Background: an optimization exercise with open tools, aiming at small area, a short achievable clock period and few clock cycles per item. Do not read the settings as production practice.
Only simulation tests tie the RTL to the original design; equivalence was not proved.

## the baseline
Design exponential, start of the top module:
module exponential(input clk, rst, start, input [15:0] _x, output done,
                   output [1:0] intpart, output [15:0] fracpart);
Size: ~1,200 cells after synthesis, about 84 flip-flops, roughly 38 I/O pins, roughly 9800 um2 of cells after synthesis.
Settings: LEC_CHECK=0, ABC_AREA=1, CAP_MARGIN=20, CORE_MARGIN=2, CORE_UTILIZATION=40, PLACE_DENSITY=0.6, SETUP_SLACK_MARGIN=3.5, SLEW_MARGIN=20, SYNTH_HIERARCHICAL=1, SYNTH_MINIMUM_KEEP_SIZE=0; clock period 9.0 ns.
run.sh (not shown) runs the stock make flow with config.mk's settings and CLKGATE_MAP_FILE= SYNTH_SCRIPT=/design/flow/synth_recipe.tcl, a recipe that flattens the netlist after the stock synthesis.
Testbench counts of the baseline, summed over its fixed seeds: cycles 12,006, items 1,200.
#### Input delta (the candidate over the baseline)
-- flow/design.v --
<<< the baseline, line 635
		else t7 = 4'd0;
	end
	reg t8;
	wire [17:0] ra_a = r;
	wire [17:0] ra_b = {2'b00, t};
>>> the candidate, line 635
		else t7 = 4'd0;
	end
	wire t8 = b >= 16'd62481;
	wire [17:0] ra_a = r;
	wire [17:0] ra_b = {2'b00, t};
<<< the baseline, line 700
	wire [17:0] racc = ra_p ^ {ra_G29, ra_G16, ra_G28, ra_G20, ra_G27, ra_G17, ra_G26, ra_G19, ra_G25, ra_G14, ra_G24, ra_G18, ra_G23, ra_G10, ra_G22, ra_G1, ra_g[0], 1'b0};
	always @(posedge clk) begin
		b <= bn;
		t <= tn;                     
		if (st == 4'd9) begin        
			u6 <= tn[6:0];           
			t8 <= b >= 16'd62481;    
		end
		if (go)
			r <= 18'h0FFFF;
>>> the candidate, line 700
	wire [17:0] racc = ra_p ^ {ra_G29, ra_G16, ra_G28, ra_G20, ra_G27, ra_G17, ra_G26, ra_G19, ra_G25, ra_G14, ra_G24, ra_G18, ra_G23, ra_G10, ra_G22, ra_G1, ra_g[0], 1'b0};
	always @(posedge clk) begin
		if (go | !idle)
			b <= bn;
		t <= tn;                     
		if (st == 4'd9)
			u6 <= tn[6:0];           
		if (go)
			r <= 18'h0FFFF;
Notes after the runs:
- Looking at the baseline and the candidate, the first-pass GRT wire length is a wash.
- Ratio of final minimum period to clock period (the candidate over the baseline): increase, 0.76 points
- Between the candidate and the baseline, the clock-pin slew reported for the worst setup and hold paths after clock tree synthesis figures differ only marginally.
- Re met1 layer wirelength in the final routing: the candidate is 4.3% up on the baseline.
- Of the baseline and the candidate, the lower area added between synthesis and finish belongs to the baseline.
- Comparing the baseline against the candidate, there is no change at all in number of max-slew violations in the final report.
- Global-route usage ends up lower on the baseline.
- Diff the baseline -> the candidate: maximum level of the CTS H-tree stayed essentially flat, shortest clock period the worst path allows after layout higher, global placement routability congestion has increased, maximum frequency fell about 1.3%.
Testbench counts of the candidate, summed over its fixed seeds: cycles 12,006, items 1,200.


exponential, a different RTL version from the one above (not shown whole).
Size: ~1200 cells after synthesis, roughly 84 flip-flops, about 38 I/O pins, roughly 9700 sq um of cells after synthesis.
make LEC_CHECK=0 ABC_AREA=1 CAP_MARGIN=20 CORE_MARGIN=2 CORE_UTILIZATION=40 PLACE_DENSITY=0.6 SETUP_SLACK_MARGIN=3.5 SLEW_MARGIN=20 SYNTH_HIERARCHICAL=1 SYNTH_MINIMUM_KEEP_SIZE=0 finish   # period 9.0 ns
Testbench counts at the start, summed over its fixed seeds: cycles 12,006, items 1,200.
==> next run, changes <==
--- a/flow/design.v
+++ b/flow/design.v
@@ -488,17 +488,16 @@
                    output [1:0] intpart, output [15:0] fracpart);
 	reg [3:0] st;           
 	reg idle;               
 	reg sh0, sh1, sh2;      
 	reg term;               
 	reg [15:0] b, t;
 	reg [17:0] b3;          
 	reg [17:0] r;
-	reg [6:0] u6;            
 	wire go = idle & start;
 	wire [3:0] nst = go ? 4'd1 : (idle | st == 4'd9) ? 4'd0 : st + 4'd1;
 	always @(posedge clk or posedge rst) begin
 		if (rst) begin
 			st   <= 4'd0;
 			idle <= 1'b1;
 			sh0  <= 1'b0;
 			sh1  <= 1'b0;
@@ -613,39 +612,50 @@
 			end else begin : g_next
 				assign z = g_dec[k-1].z & ~_x[k-1];
 			end
 		end
 		for (k = 1; k <= 15; k = k + 1) begin : g_t1
 			assign t1[k] = ~g_dec[16].z & (_x[k] ^ g_dec[k].z);
 		end
 	endgenerate
+	wire [6:0] u6 = t[6:0];
 	reg [3:0] t7;
 	always @(*) begin
 		if (u6 >= 7'd85) t7 = 4'd12;
 		else if (u6 >= 7'd78) t7 = 4'd11;
 		else if (u6 >= 7'd71) t7 = 4'd10;
 		else if (u6 >= 7'd64) t7 = 4'd9;
 		else if (u6 >= 7'd57) t7 = 4'd8;
 		else if (u6 >= 7'd50) t7 = 4'd7;
 		else if (u6 >= 7'd43) t7 = 4'd6;
 		else if (u6 >= 7'd36) t7 = 4'd5;
 		else if (u6 >= 7'd29) t7 = 4'd4;
 		else if (u6 >= 7'd22) t7 = 4'd3;
 		else if (u6 >= 7'd15) t7 = 4'd2;
 		else if (u6 >= 7'd8) t7 = 4'd1;
 		else t7 = 4'd0;
 	end
-	reg t8;
-	wire [15:0] addb = idle ? {12'd0, t7} : t;
-	wire cin = idle & t8;
-	wire [18:0] ra_a = {r, cin};
-	wire [18:0] ra_b = {2'b00, addb, cin};
-	wire [18:0] ra_p = ra_a ^ ra_b;
-	wire [18:0] ra_g = ra_a & ra_b;
+	reg t8;                 
+	always @(*) begin
+		case (t7)
+			4'd9:    t8 = b >= 16'd58255;
+			4'd10:   t8 = b >= 16'd52429;
+			4'd11:   t8 = b >= 16'd47663;
+			4'd12:   t8 = b >= 16'd43691;
+			4'd13:   t8 = b >= 16'd40330;
+			4'd14:   t8 = b >= 16'd37450;
+			4'd15:   t8 = b >= 16'd34953;
+			default: t8 = 1'b0;
+		endcase
+	end
+	wire [17:0] ra_a = r;
+	wire [17:0] ra_b = {2'b00, t};
+	wire [17:0] ra_p = ra_a ^ ra_b;
+	wire [17:0] ra_g = ra_a & ra_b;
 	wire ra_G1 = ra_g[1] | (ra_p[1] & ra_g[0]);
 	wire ra_P1 = ra_p[1] & ra_p[0];
 	wire ra_G2 = ra_g[3] | (ra_p[3] & ra_g[2]);
 	wire ra_P2 = ra_p[3] & ra_p[2];
 	wire ra_G3 = ra_g[5] | (ra_p[5] & ra_g[4]);
 	wire ra_P3 = ra_p[5] & ra_p[4];
 	wire ra_G4 = ra_g[7] | (ra_p[7] & ra_g[6]);
 	wire ra_P4 = ra_p[7] & ra_p[6];
@@ -694,27 +704,24 @@
 	wire ra_G26 = ra_g[10] | (ra_p[10] & ra_G19);
 	wire ra_P26 = ra_p[10] & ra_P19;
 	wire ra_G27 = ra_g[12] | (ra_p[12] & ra_G17);
 	wire ra_P27 = ra_p[12] & ra_P17;
 	wire ra_G28 = ra_g[14] | (ra_p[14] & ra_G20);
 	wire ra_P28 = ra_p[14] & ra_P20;
 	wire ra_G29 = ra_g[16] | (ra_p[16] & ra_G16);
 	wire ra_P29 = ra_p[16] & ra_P16;
-	wire ra_G30 = ra_g[18] | (ra_p[18] & ra_G21);
-	wire ra_P30 = ra_p[18] & ra_P21;
-	wire [18:0] rs0 = ra_p ^ {ra_G21, ra_G29, ra_G16, ra_G28, ra_G20, ra_G27, ra_G17, ra_G26, ra_G19, ra_G25, ra_G14, ra_G24, ra_G18, ra_G23, ra_G10, ra_G22, ra_G1, ra_g[0], 1'b0};
-	wire [17:0] racc = rs0[18:1];
+	wire [17:0] racc = ra_p ^ {ra_G29, ra_G16, ra_G28, ra_G20, ra_G27, ra_G17, ra_G26, ra_G19, ra_G25, ra_G14, ra_G24, ra_G18, ra_G23, ra_G10, ra_G22, ra_G1, ra_g[0], 1'b0};
 	always @(posedge clk) begin
-		b <= bn;
-		t <= tn;                     
-		if (st == 4'd9) begin        
-			u6 <= tn[6:0];           
-			t8 <= b >= 16'd62481;    
+		if (go | !idle) begin
+			b <= bn;
+			t <= tn;
 		end
 		if (go)
 			r <= 18'h0FFFF;
 		else if (term)
 			r <= racc;
 	end
+	wire [4:0]  lo = {1'b0, r[3:0]} + {1'b0, t7} + {4'd0, t8};
+	wire [13:0] hi = lo[4] ? r[17:4] + 14'd1 : r[17:4];
 	assign done = idle;
-	assign {intpart, fracpart} = racc;
+	assign {intpart, fracpart} = {hi, lo[3:0]};
 endmodule
After rerunning: Sequential share of layout area came out lower by 0.83 points; wire length rose by 6.5%; synthesized cell count climbs by 2.7%; clock skew is about the same; worst setup slack gets worse by 440 ps.
Testbench counts after the change, summed over its fixed seeds: cycles 12,006, items 1,200.

-- static timing again, ports no longer ideal --
How much do the figures lean on ideal ports? The routed layouts below were timed once more, with nothing changed but the port constraints.
Step 1 (the two cells are an assumption about what drives the block):
set clk [get_ports {clk}]
set_driving_cell -lib_cell sky130_fd_sc_hd__clkbuf_16 $clk
set_driving_cell -lib_cell sky130_fd_sc_hd__buf_2 [delete_from_list [all_inputs] $clk]
Step 2 also shifts input and output timing later by t, the mid clock arrival at the registers, as if the neighbouring blocks saw the same clock.
a / b / c = ideal ports / drivers / drivers and shift; a / b = the first two.
run | shift t [ns] | slack for setup (ns) | worst register clock-pin slew, ns | worst slew at a driven data input, ns | cell pins on the clock port's net
the baseline | 0.380 | 3.720 / 3.682 / 3.383 | 0.07 / 0.07 | 0.04 | 1
the candidate | 0.384 | 3.652 / 3.620 / 3.383 | 0.07 / 0.07 | 0.03 | 1
the first run of note 2 | 0.378 | 3.642 / 3.600 / 3.332 | 0.06 / 0.06 | 0.04 | 1
the second run of note 2 | 0.378 | 3.207 / 3.207 / 3.181 | 0.06 / 0.06 | 0.06 | 1
After both steps setup and hold are still met in every run listed. For the baseline, which loses most, drivers alone change the setup slack by -0.038 ns; drivers and shift together by -0.337 ns.
